What follows belongs to an exercise in optimizing a design on an open flow for small area, a short achievable clock period and few clock cycles per item; a production flow would make more cautious choices. RTL that was checked went through simulation tests only; none was proved equivalent to the original. Power figures rest on the tool's default switching activity, not on a simulated workload.

v6:
==> flow/design.v (excerpt) <==
module PolyMult(clk, rst, start, A3, A2, A1, A0, B3, B2, B1, B0, finish, C3, C2, C1, C0);
input clk, rst, start;
input [7:0] A3, A2, A1, A0, B3 , B2 , B1 , B0;
output reg finish ;
output reg [7:0] C3, C2, C1, C0;
wire [7:0] c0, c1, c2, c3;
wire p0_1, p0_2, p0_3, p0_4, p0_5, p0_6, p0_7, p0_8, p0_9, p0_10, p0_11, p0_12, p0_13, p0_14, p0_15, p0_16;
wire p0_17, p0_18, p0_19, p0_20, p0_21, p0_22, p0_23, p0_24, p0_25, p0_26, p0_27, p0_28, p0_29, p0_30, p0_31, p0_32;
wire p0_33, p0_34, p0_35, p0_36, p0_37, p0_38, p0_39, p0_40, p0_41, p0_42, p0_43, p0_44, p0_45, p0_46, p0_47, p0_48;
wire p0_49, p0_50, p0_51, p0_52, p0_53, p0_54, p0_55, p0_56, p0_57, p0_58, p0_59, p0_60, p0_61, p0_62, p0_63, p0_64;
wire p0_65, p0_66, p0_67, p0_68, p0_69, p0_70, p0_71, p0_72, p0_73, p0_74, p0_75, p0_76, p0_77, p0_78, p0_79, p0_80;
wire p0_81, p0_82, p0_83, p0_84, p0_85, p0_86, p0_87, p0_88, p0_89, p0_90, p0_91, p0_92, p0_93, p0_94, p0_95, p0_96;
wire p0_97, p0_98, p0_99, p0_100, p0_101, p0_102, p0_103, p0_104, p0_105, p0_106, p0_107, p0_108, p0_109, p0_110, p0_111, p0_112;
wire p0_113, p0_114, p0_115, p0_116, p0_117, p0_118, p0_119, p0_120, p0_121, p0_122, p0_123, p0_124, p0_125, p0_126, p0_127, p0_128;
wire p0_129, p0_130, p0_131, p0_132, p0_133, p0_134, p0_135, p0_136, p0_137, p0_138, p0_139, p0_140, p0_141, p0_142, p0_143, p0_144;
wire s0_145, c0_146, s0_147, c0_148, s0_149, c0_150, s0_151, c0_152, s0_153, c0_154, s0_155, c0_156, s0_157, c0_158, s0_159, c0_160;
wire s0_161, c0_162, s0_163, c0_164, s0_165, c0_166, s0_167, c0_168, s0_169, c0_170, s0_171, c0_172, s0_173, c0_174, s0_175, c0_176;
wire s0_177, c0_178, s0_179, c0_180, s0_181, c0_182, s0_183, c0_184, s0_185, c0_186, s0_187, c0_188, s0_189, c0_190, s0_191, c0_192;
wire s0_193, c0_194, s0_195, c0_196, s0_197, c0_198, s0_199, c0_200, s0_201, c0_202, s0_203, c0_204, s0_205, c0_206, s0_207, c0_208;
wire s0_209, c0_210, s0_211, c0_212, s0_213, c0_214, s0_215, c0_216, s0_217, c0_218, s0_219, c0_220, s0_221, c0_222, s0_223, c0_224;
  ...
export LEC_CHECK = 0
export CAP_MARGIN = 20
export CORE_MARGIN = 2
export CORE_UTILIZATION = 65
export SLEW_MARGIN = 20
export SYNTH_HIERARCHICAL = 1
export SYNTH_MINIMUM_KEEP_SIZE = 0
create_clock -name core_clock -period 6.0 [get_ports {clk}]
standard.sh (not shown) runs the stock make flow with config.mk's settings and CLKGATE_MAP_FILE= SYNTH_SCRIPT=/design/flow/synth_recipe.tcl, a recipe that flattens the netlist after the stock synthesis.
==> flow/flow/run.sh <==
#!/bin/bash
# The standard layout (the standard.sh) with these ORFS variables changed:
#   BUFFER_PORTS_ARGS='-buffer_cell sky130_fd_sc_hd__buf_4'
# The whole make output goes to standard_flow.log; ORFS keeps each step's log under orfs/logs/.
set -euo pipefail
bash standard.sh BUFFER_PORTS_ARGS='-buffer_cell sky130_fd_sc_hd__buf_4' finish > standard_flow.log 2>&1
## Diff of input files: v7 against v6
# v6
export LEC_CHECK = 0
export CAP_MARGIN = 20
export CORE_MARGIN = 2
export CORE_UTILIZATION = 65
export SLEW_MARGIN = 20
export SYNTH_HIERARCHICAL = 1
export SYNTH_MINIMUM_KEEP_SIZE = 0
create_clock -name core_clock -period 6.0 [get_ports {clk}]
# v7
export LEC_CHECK = 0
export CAP_MARGIN = 20
export CORE_MARGIN = 2
export CORE_UTILIZATION = 65
export SETUP_SLACK_MARGIN = 1.0
export SLEW_MARGIN = 20
export SYNTH_HIERARCHICAL = 1
export SYNTH_MINIMUM_KEEP_SIZE = 0
create_clock -name core_clock -period 6.0 [get_ports {clk}]
==> flow/flow/run.sh <==
#!/bin/bash
# The standard layout (the standard.sh) with these ORFS variables changed:
#   BUFFER_PORTS_ARGS='-buffer_cell sky130_fd_sc_hd__buf_2'
# The whole make output goes to standard_flow.log; ORFS keeps each step's log under orfs/logs/.
set -euo pipefail
bash standard.sh BUFFER_PORTS_ARGS='-buffer_cell sky130_fd_sc_hd__buf_2' finish > standard_flow.log 2>&1
[summary]
Measured against v7, the leakage component of the power of v6 comes out at 0.885 times the reference value. A beginning of the critical path of A1[0] is what v6 shows, while B1[1] belongs to v7. Compared with v6, in v7 routed via count divided by cell count higher; worst setup slack after layout higher. When the final numbers for v6 and v7 were put side by side, the total of plain and repair buffers excluding clock buffers turned out to be smaller in v6. In the flow results for v6 and v7, the headroom to the max-slew limit is larger on v6. According to the power report, total power for v7 is higher than for v6. Between v7 and v6, it is v7 whose sequential share of cell area is lower, by 0.53 points.
No run of this note included a check of the RTL's function; only the layout flow was run.


build 70:
Another version of the RTL of PolyMult (not shown whole).
For scale: roughly 1,400 cells after synthesis, ~33 flip-flops, roughly 100 I/O pins, ~0.014 sq mm of cells after synthesis.
Settings: LEC_CHECK=0, CAP_MARGIN=20, CORE_MARGIN=2, CORE_UTILIZATION=40, SLEW_MARGIN=20; clock period 6.0 ns.
run.sh (not shown) runs the stock make flow with config.mk's settings and CLKGATE_MAP_FILE= SYNTH_SCRIPT=/design/flow/synth_recipe.tcl, a recipe that flattens the netlist after the stock synthesis.
Stock flow here: none of the scripts above is used.
STATUS run=build 70 STAGES=ALL_DONE FINAL_CHECKS=FAILED CAUSE=negative setup slack
Testbench counts of build 70, summed over its fixed seeds: cycles 804, items 800.
### build 70 -> build 16
Settings: SETUP_SLACK_MARGIN newly set to 2.0.
==> flow/flow/run.sh (new file) <==
#!/bin/bash
# The standard layout, except that synthesis leaves full/half adders to ABC
# instead of mapping them to the library's fa/ha cells (ADDER_MAP_FILE empty).
set -euo pipefail
bash standard.sh ADDER_MAP_FILE= finish > standard_flow.log 2>&1
==> flow/standard.sh (new file) <==
#!/bin/bash
# synth_recipe.tcl (not shown) runs the flow's synth.tcl, then flattens the netlist and writes it again
# the make line also repeats each setting of config.mk as NAME=value (left out here)
make -C /OpenROAD-flow-scripts/flow DESIGN_CONFIG=/design/flow/config.mk WORK_HOME=/design/flow/orfs CLKGATE_MAP_FILE= SYNTH_SCRIPT=/design/flow/synth_recipe.tcl "${@:-finish}"
removed: flow/run.sh
[summary]
Summary of the comparison: mapped cell area is higher in build 16, relative to build 70. A critical path capture point of C2[7]$_DFF_P_ is what build 16 shows, while C0[7]$_DFF_P_ belongs to build 70. Build 16 leaves more setup margin than build 70. [compare] base=build 70 new=build 16: sequential cell area share dropped 0.58 points, achievable clock frequency went up about 40%, die span in y has increased, routed length on met3 now larger. Build 16 finished every step from synthesis to the final layout, and the layout passed the timing, design-rule and antenna checks. Per the comparison of build 16 with build 70, number of cells on the critical path went down by 4, number of global-route vias before repair grew by 3,597, time the worst path needs with I/O delays and setup -1.74 ns.
The inputs of build 90 differ from those of build 16 as listed below.
Settings: SETUP_SLACK_MARGIN no longer set, was 2.0.
## What came out
- Reported for build 16 and build 90, post-synthesis compound-gate area fraction turned out identical to the last digit.
- Sequential share of cell area, build 16 and build 90, lower one = build 16.
- Measured against each other, build 16 and build 90 differ in combinational power, the higher figure coming from build 16.
- Higher final critical-path required period was reported by build 90, not build 16.
- Wire length, build 16 and build 90: higher on build 16
- met1 track demand over resource in global routing down 3.1 points in build 90 wrt build 16
- Note that the count of plain and timing-repair buffers recorded for build 16 amounts to 2.2 times the value seen in build 90.


build 95:
PolyMult, a different RTL version from the one above (not shown whole).
Size in the first run: roughly 1400 cells after synthesis, roughly 33 flip-flops.
clock: 6.0 ns
lec_check: 0
cap_margin: 20
core_margin: 2
core_utilization: 65
slew_margin: 20
synth_hierarchical: 1
synth_minimum_keep_size: 0
standard.sh (not shown) runs the stock make flow with config.mk's settings and CLKGATE_MAP_FILE= SYNTH_SCRIPT=/design/flow/synth_recipe.tcl, a recipe that flattens the netlist after the stock synthesis.
==> flow/flow/run.sh <==
#!/bin/bash
# The standard layout (the standard.sh) with these ORFS variables changed:
#   port buffers: sky130_fd_sc_hd__buf_4, then output ones resized after global placement
#   
# The whole make output goes to standard_flow.log; ORFS keeps each step's log under orfs/logs/.
set -euo pipefail
bash standard.sh BUFFER_PORTS_ARGS='-buffer_cell sky130_fd_sc_hd__buf_4' POST_GLOBAL_PLACE_TCL=$(pwd)/flow/post_gpl.tcl  finish > standard_flow.log 2>&1
==> flow/flow/post_gpl.tcl <==
# After global placement: the output ports drive only a 10 fF load and have
# ample slack, so their port buffers are made the smallest buffer.
foreach inst [get_cells output*] {
  if {[get_property $inst ref_name] eq "sky130_fd_sc_hd__buf_4"} {
    replace_cell $inst sky130_fd_sc_hd__buf_1
  }
}
Testbench counts of build 95, summed over its fixed seeds: cycles 804, items 800.
For build 43, these inputs were changed with respect to build 95:
# build 95
export LEC_CHECK = 0
export CAP_MARGIN = 20
export CORE_MARGIN = 2
export CORE_UTILIZATION = 65
export SLEW_MARGIN = 20
export SYNTH_HIERARCHICAL = 1
export SYNTH_MINIMUM_KEEP_SIZE = 0
create_clock -name core_clock -period 6.0 [get_ports {clk}]
# build 43
export LEC_CHECK = 0
export CAP_MARGIN = 20
export CORE_MARGIN = 2
export CORE_UTILIZATION = 80
export SLEW_MARGIN = 20
export SYNTH_HIERARCHICAL = 1
export SYNTH_MINIMUM_KEEP_SIZE = 0
create_clock -name core_clock -period 6.0 [get_ports {clk}]
==> flow/flow/run.sh <==
#!/bin/bash
# The standard layout (the standard.sh) with these ORFS variables changed:
#   BUFFER_PORTS_ARGS='-buffer_cell sky130_fd_sc_hd__buf_4'
# The whole make output goes to standard_flow.log; ORFS keeps each step's log under orfs/logs/.
set -euo pipefail
bash standard.sh BUFFER_PORTS_ARGS='-buffer_cell sky130_fd_sc_hd__buf_4' finish > standard_flow.log 2>&1
removed: flow/flow/post_gpl.tcl
==> comparison <==
Build 43 reports a higher global-route usage over all layers than build 95 does.
Row clock-buffer cell count: build 43 higher / build 95 lower
The number of DRC violations after detailed routing was comparable across build 95 and build 43.
Note that the via count recorded for build 43 amounts to 1.08 times the value seen in build 95.
Of build 95 and build 43, the run reporting the higher routing usage on met3 was build 43.
The tightest hold margin in build 43 sits 0.013 ns above the value recorded for build 95.
### build 43 -> build 10
# build 43
export LEC_CHECK = 0
export CAP_MARGIN = 20
export CORE_MARGIN = 2
export CORE_UTILIZATION = 80
export SLEW_MARGIN = 20
export SYNTH_HIERARCHICAL = 1
export SYNTH_MINIMUM_KEEP_SIZE = 0
create_clock -name core_clock -period 6.0 [get_ports {clk}]
# build 10
export LEC_CHECK = 0
export CAP_MARGIN = 20
export CORE_MARGIN = 2
export CORE_UTILIZATION = 65
export SETUP_SLACK_MARGIN = 0.3
export SLEW_MARGIN = 20
export SYNTH_HIERARCHICAL = 1
export SYNTH_MINIMUM_KEEP_SIZE = 0
create_clock -name core_clock -period 6.0 [get_ports {clk}]
==> run notes <==
Lower final worst setup slack was reported by build 43, not build 10. Top achievable clock speed is higher on build 10. Build 43 → build 10: total detailed-routing wirelength now sits lower, die outline height went up, post-layout minimum cycle time dropped 0.022 ns, met1 routing resource usage after global routing saw a decrease. Re area growth from synthesis to layout: build 43 was lower than build 10. Ratio of final minimum period to clock period, build 43 and build 10: smaller value in build 10.


Another version of the RTL of PolyMult (not shown whole).
For scale: ~1400 cells after synthesis, roughly 33 flip-flops, ~100 I/O pins, ~0.013 sq mm of cells after synthesis.
Settings: LEC_CHECK=0, CAP_MARGIN=20, CORE_MARGIN=2, CORE_UTILIZATION=65, SETUP_SLACK_MARGIN=1.5, SLEW_MARGIN=20, SYNTH_HIERARCHICAL=1, SYNTH_MINIMUM_KEEP_SIZE=0; clock period 6.0 ns.
==> flow/flow/run.sh <==
#!/bin/bash
# The standard layout (the standard.sh) with these ORFS variables changed:
#   port buffers: sky130_fd_sc_hd__buf_4, then resized after global placement by their load
#   
# The whole make output goes to standard_flow.log; ORFS keeps each step's log under orfs/logs/.
set -euo pipefail
bash standard.sh BUFFER_PORTS_ARGS='-buffer_cell sky130_fd_sc_hd__buf_4' POST_GLOBAL_PLACE_TCL=$(pwd)/flow/post_gpl.tcl  finish > standard_flow.log 2>&1
==> flow/flow/post_gpl.tcl <==
# After global placement: the output ports drive only a 10 fF load and have
# ample slack, so their port buffers are made the smallest buffer.
foreach inst [get_cells output*] {
  if {[get_property $inst ref_name] eq "sky130_fd_sc_hd__buf_4"} {
    replace_cell $inst sky130_fd_sc_hd__buf_1
  }
}
foreach inst [get_cells input*] {
  if {[get_property $inst ref_name] ne "sky130_fd_sc_hd__buf_4"} continue
  set port [get_full_name [get_nets -of_objects [get_pins [get_full_name $inst]/A]]]
  if {![regexp {^[AB][0-3]\[([0-7])\]$} $port -> bit]} continue
  if {$bit <= 2} {
    replace_cell $inst sky130_fd_sc_hd__buf_8
  } elseif {$bit <= 4} {
    replace_cell $inst sky130_fd_sc_hd__buf_6
  } elseif {$bit >= 6} {
    replace_cell $inst sky130_fd_sc_hd__buf_2
  }
}
Testbench counts at the start, summed over its fixed seeds: cycles 804, items 800.
Rerun with:
--- a/flow/config.mk
+++ b/flow/config.mk
@@ -10,3 +10,2 @@
 export CORE_UTILIZATION = 65
-export SETUP_SLACK_MARGIN = 1.5
 export SLEW_MARGIN = 20
After rerunning: The new run passed the timing, design-rule and antenna checks. Synthesized cell count does not change. Sequential cell count does not change. Synthesized area stays the same. Worst setup slack got worse by 0.15 ns. Power shrinks by roughly a tenth. Via count falls by a little under a tenth. Count of clock-buffer cells in the layout climbs by 2. Clock power came out lower by a few percent. Routed wire length is lower by about a fifth.
Rerun with:
--- a/flow/flow/post_gpl.tcl
+++ b/flow/flow/post_gpl.tcl
@@ -11,5 +11,3 @@
   if {![regexp {^[AB][0-3]\[([0-7])\]$} $port -> bit]} continue
-  if {$bit <= 2} {
-    replace_cell $inst sky130_fd_sc_hd__buf_8
-  } elseif {$bit <= 4} {
+  if {$bit <= 3} {
     replace_cell $inst sky130_fd_sc_hd__buf_6
=> Final area decreases slightly; setup slack degrades by 0.041 ns; wire length decreases slightly.


Setup of pepper:
Another version of the RTL of PolyMult (not shown whole).
Size in the first run: about 1500 cells after synthesis, roughly 33 flip-flops, ~100 I/O pins.
==> flow/config.mk <==
export PLATFORM = sky130hd
export DESIGN_NAME = PolyMult
export DESIGN_NICKNAME = PolyMult
export VERILOG_FILES = /design/flow/design.v
export SDC_FILE = /design/flow/constraint.sdc
export NUM_CORES = 4
export LEC_CHECK = 0
export CAP_MARGIN = 20
export CORE_MARGIN = 2
export CORE_UTILIZATION = 65
export SLEW_MARGIN = 20
==> flow/constraint.sdc <==
create_clock -name core_clock -period 6.0 [get_ports {clk}]
set_input_delay 1.2000 -clock core_clock [delete_from_list [all_inputs] [get_ports {clk}]]
set_output_delay 1.2000 -clock core_clock [all_outputs]
set_load 0.01 [all_outputs]
==> flow/flow/run.sh <==
#!/bin/bash
# The standard layout (the standard.sh) with these ORFS variables changed:
#   BUFFER_PORTS_ARGS='-buffer_cell sky130_fd_sc_hd__buf_4'
# The whole make output goes to standard_flow.log; ORFS keeps each step's log under orfs/logs/.
set -euo pipefail
bash standard.sh BUFFER_PORTS_ARGS='-buffer_cell sky130_fd_sc_hd__buf_4' finish > standard_flow.log 2>&1
Testbench counts of pepper, summed over its fixed seeds: cycles 804, items 800.
[inputs] garnet vs pepper
Settings: swapping 65 for 40 in CORE_UTILIZATION.
==> flow/flow/run.sh <==
#!/bin/bash
# The standard layout (the standard.sh) with these ORFS variables changed:
#   BUFFER_PORTS_ARGS='-buffer_cell sky130_fd_sc_hd__buf_2'
# The whole make output goes to standard_flow.log; ORFS keeps each step's log under orfs/logs/.
set -euo pipefail
bash standard.sh BUFFER_PORTS_ARGS='-buffer_cell sky130_fd_sc_hd__buf_2' finish > standard_flow.log 2>&1
### Flow results
- Lower shortest period the worst path allows goes to pepper over garnet.
- First-iteration DRC count: garnet > pepper
- Delta (garnet minus pepper): setup slack fell by 0.014 ns, clock power +about 7%, met1 track demand over resource decreased 16 points.
- As far as maximum frequency is concerned, pepper and garnet perform about the same.
Edits applied to the flow inputs when going from garnet to amber:
Settings: a change of CORE_UTILIZATION from 40 to 65.
==> comparison <==
garnet → amber: fraction of the cycle the final worst path needs was more or less identical; core utilization grew by 27 points; clock buffer count in the final layout decreased by 1 relative to the old numbers.
Number of placed instances, taps included sits lower in amber than in garnet.
garnet reports its source of the critical timing path as A0[0] while amber reports B2[1].
Compared with garnet, amber shows worst slack at placement higher by 0.062 ns.
amber against garnet: combinational gate power fell by about 0.7%; switching power share of the total now sits at about the same level; total buffers and inverters traversed by the critical path went down 2; signal arrival time at the worst endpoint climbed 0.04 ns.
Number of filler cells placed in the layout, amber vs garnet: down by more than half
What quartz does differently from amber at the input level:
Settings: CORE_UTILIZATION now 40, was 65.
==> flow/run.sh (new file) <==
#!/bin/bash
# synth_recipe.tcl (not shown) runs the flow's synth.tcl, then flattens the netlist and writes it again
# the make line also repeats each setting of config.mk as NAME=value (left out here)
make -C /OpenROAD-flow-scripts/flow DESIGN_CONFIG=/design/flow/config.mk WORK_HOME=/design/flow/orfs CLKGATE_MAP_FILE= SYNTH_SCRIPT=/design/flow/synth_recipe.tcl finish
removed: flow/flow/run.sh
removed: flow/standard.sh
Findings:
Timing, DRC, antenna: 0 failures across quartz and amber
On sequential share of power: between quartz and amber, it ends up higher for amber.
Between quartz and amber, it is quartz whose final cycle utilization of the critical path is higher, by 4.8 points.
Diff amber -> quartz | signed area change from the synthesized netlist to the final layout | increase of 12 points
amber ended up with B2[1] as its worst setup path startpoint; quartz ended up with A2[1].
Cmp quartz and amber / worst slew slack as a fraction of its limit / lower: quartz
Per the comparison of quartz with amber, power grew by 7.8%, post-layout instance area saw an increase, weighted congestion reported at the end of routability-driven placement saw a decrease, sequential portion of the cell area went down by 0.44 points.
Vias: quartz more than amber
Side by side, setup slack of the critical path after layout turned out lower in quartz than in amber.
On overall die area, quartz does worse than amber.
[inputs] fjord vs quartz
Settings: CORE_UTILIZATION changed from 40 to 65; SETUP_SLACK_MARGIN newly set to 0.6.
==> flow/flow/run.sh (new file) <==
#!/bin/bash
# The standard layout (the standard.sh) with these ORFS variables changed:
#   BUFFER_PORTS_ARGS='-buffer_cell sky130_fd_sc_hd__buf_2'
# The whole make output goes to standard_flow.log; ORFS keeps each step's log under orfs/logs/.
set -euo pipefail
bash standard.sh BUFFER_PORTS_ARGS='-buffer_cell sky130_fd_sc_hd__buf_2' finish > standard_flow.log 2>&1
==> flow/standard.sh (new file) <==
#!/bin/bash
# synth_recipe.tcl (not shown) runs the flow's synth.tcl, then flattens the netlist and writes it again
# the make line also repeats each setting of config.mk as NAME=value (left out here)
make -C /OpenROAD-flow-scripts/flow DESIGN_CONFIG=/design/flow/config.mk WORK_HOME=/design/flow/orfs CLKGATE_MAP_FILE= SYNTH_SCRIPT=/design/flow/synth_recipe.tcl "${@:-finish}"
removed: flow/run.sh
Findings:
- Comparing share of layout cells above drive strength 1 for quartz and fjord, the smaller number came from quartz.
- Between fjord and quartz, the area share of and/or/nand/nor cells after synthesis figures differ only marginally.
- Against quartz as the reference, fjord delivers a lower initial antenna violation count.
- fjord vs quartz — met2 wirelength from detailed routing dropped 1900 um.
- fjord reports its critical path startpoint as B1[0] while quartz reports A2[1].
- fjord gives less transition at the pin with the smallest max-transition slack than quartz did.
- Taking quartz as the reference, in fjord setup slack increased by 0.57 ns relative to the old numbers, path length in cells of the critical path climbed 3, aggregate global-route resource usage grew by 12 points, last weighted congestion value of the routability-driven placer now sits higher, total of plain and repair buffers excluding clock buffers down 106.
- Clock-buffer cell count, quartz and fjord: larger value in quartz

-- what the ideal ports hide --
How much do the figures lean on ideal ports? The routed layouts below were timed once more, with nothing changed but the port constraints. Step 1: set_driving_cell puts a clkbuf_16 on clk and a buf_2 on each other input, an assumption about the parent block. Step 2 times the ports against the registers' clock, not the clock port: input delays grow and output delays shrink by t, the midpoint of the rising clock arrivals with the driver on. Three values: ideal ports, drivers, drivers and shift; two values: the first two.
run | shift t [ns] | setup WS [ns] | worst setup path at the end | latest minus earliest clock arrival (ns) | worst data-port slew with drivers (ns)
v6 | 0.346 | 0.603 / 0.617 / 0.272 | input to register | 0.005 / 0.005 | 0.04
v7 | 0.348 | 0.741 / 0.728 / 0.380 | input to register | 0.010 / 0.009 | 0.21
build 70 | 0.363 | -0.201 / -0.176 / -0.539 | input to register | 0.022 / 0.023 | 0.05
build 16 | 0.377 | 1.540 / 1.466 / 1.089 | input to register | 0.010 / 0.010 | 0.18
build 90 | 0.353 | 0.620 / 0.646 / 0.293 | input to register | 0.006 / 0.006 | 0.04
build 95 | 0.347 | 0.909 / 0.932 / 0.585 | input to register | 0.012 / 0.013 | 0.04
build 43 | 0.341 | 0.835 / 0.862 / 0.521 | input to register | 0.006 / 0.006 | 0.04
build 10 | 0.344 | 0.857 / 0.881 / 0.538 | input to register | 0.011 / 0.011 | 0.04
the first run of note 4 | 0.344 | 1.462 / 1.294 / 0.950 | input to register | 0.011 / 0.010 | 0.25
the second run of note 4 | 0.337 | 1.312 / 1.302 / 0.965 | input to register | 0.004 / 0.004 | 0.07
the third run of note 4 | 0.337 | 1.271 / 1.278 / 0.941 | input to register | 0.003 / 0.004 | 0.06
pepper | 0.340 | 0.483 / 0.483 / 0.143 | input to register | 0.006 / 0.006 | 0.07
garnet | 0.349 | 0.469 / 0.496 / 0.147 | input to register | 0.010 / 0.009 | 0.06
amber | 0.339 | 0.472 / 0.472 / 0.133 | input to register | 0.008 / 0.008 | 0.11
quartz | 0.343 | 0.182 / 0.208 / -0.135 | input to register | 0.007 / 0.007 | 0.04
fjord | 0.343 | 0.747 / 0.763 / 0.420 | input to register | 0.005 / 0.005 | 0.07
With both steps, setup timing fails in quartz, where it was met with ideal ports. For the first run of note 4, which loses most, drivers alone change the setup slack by -0.168 ns; drivers and shift together by -0.512 ns.
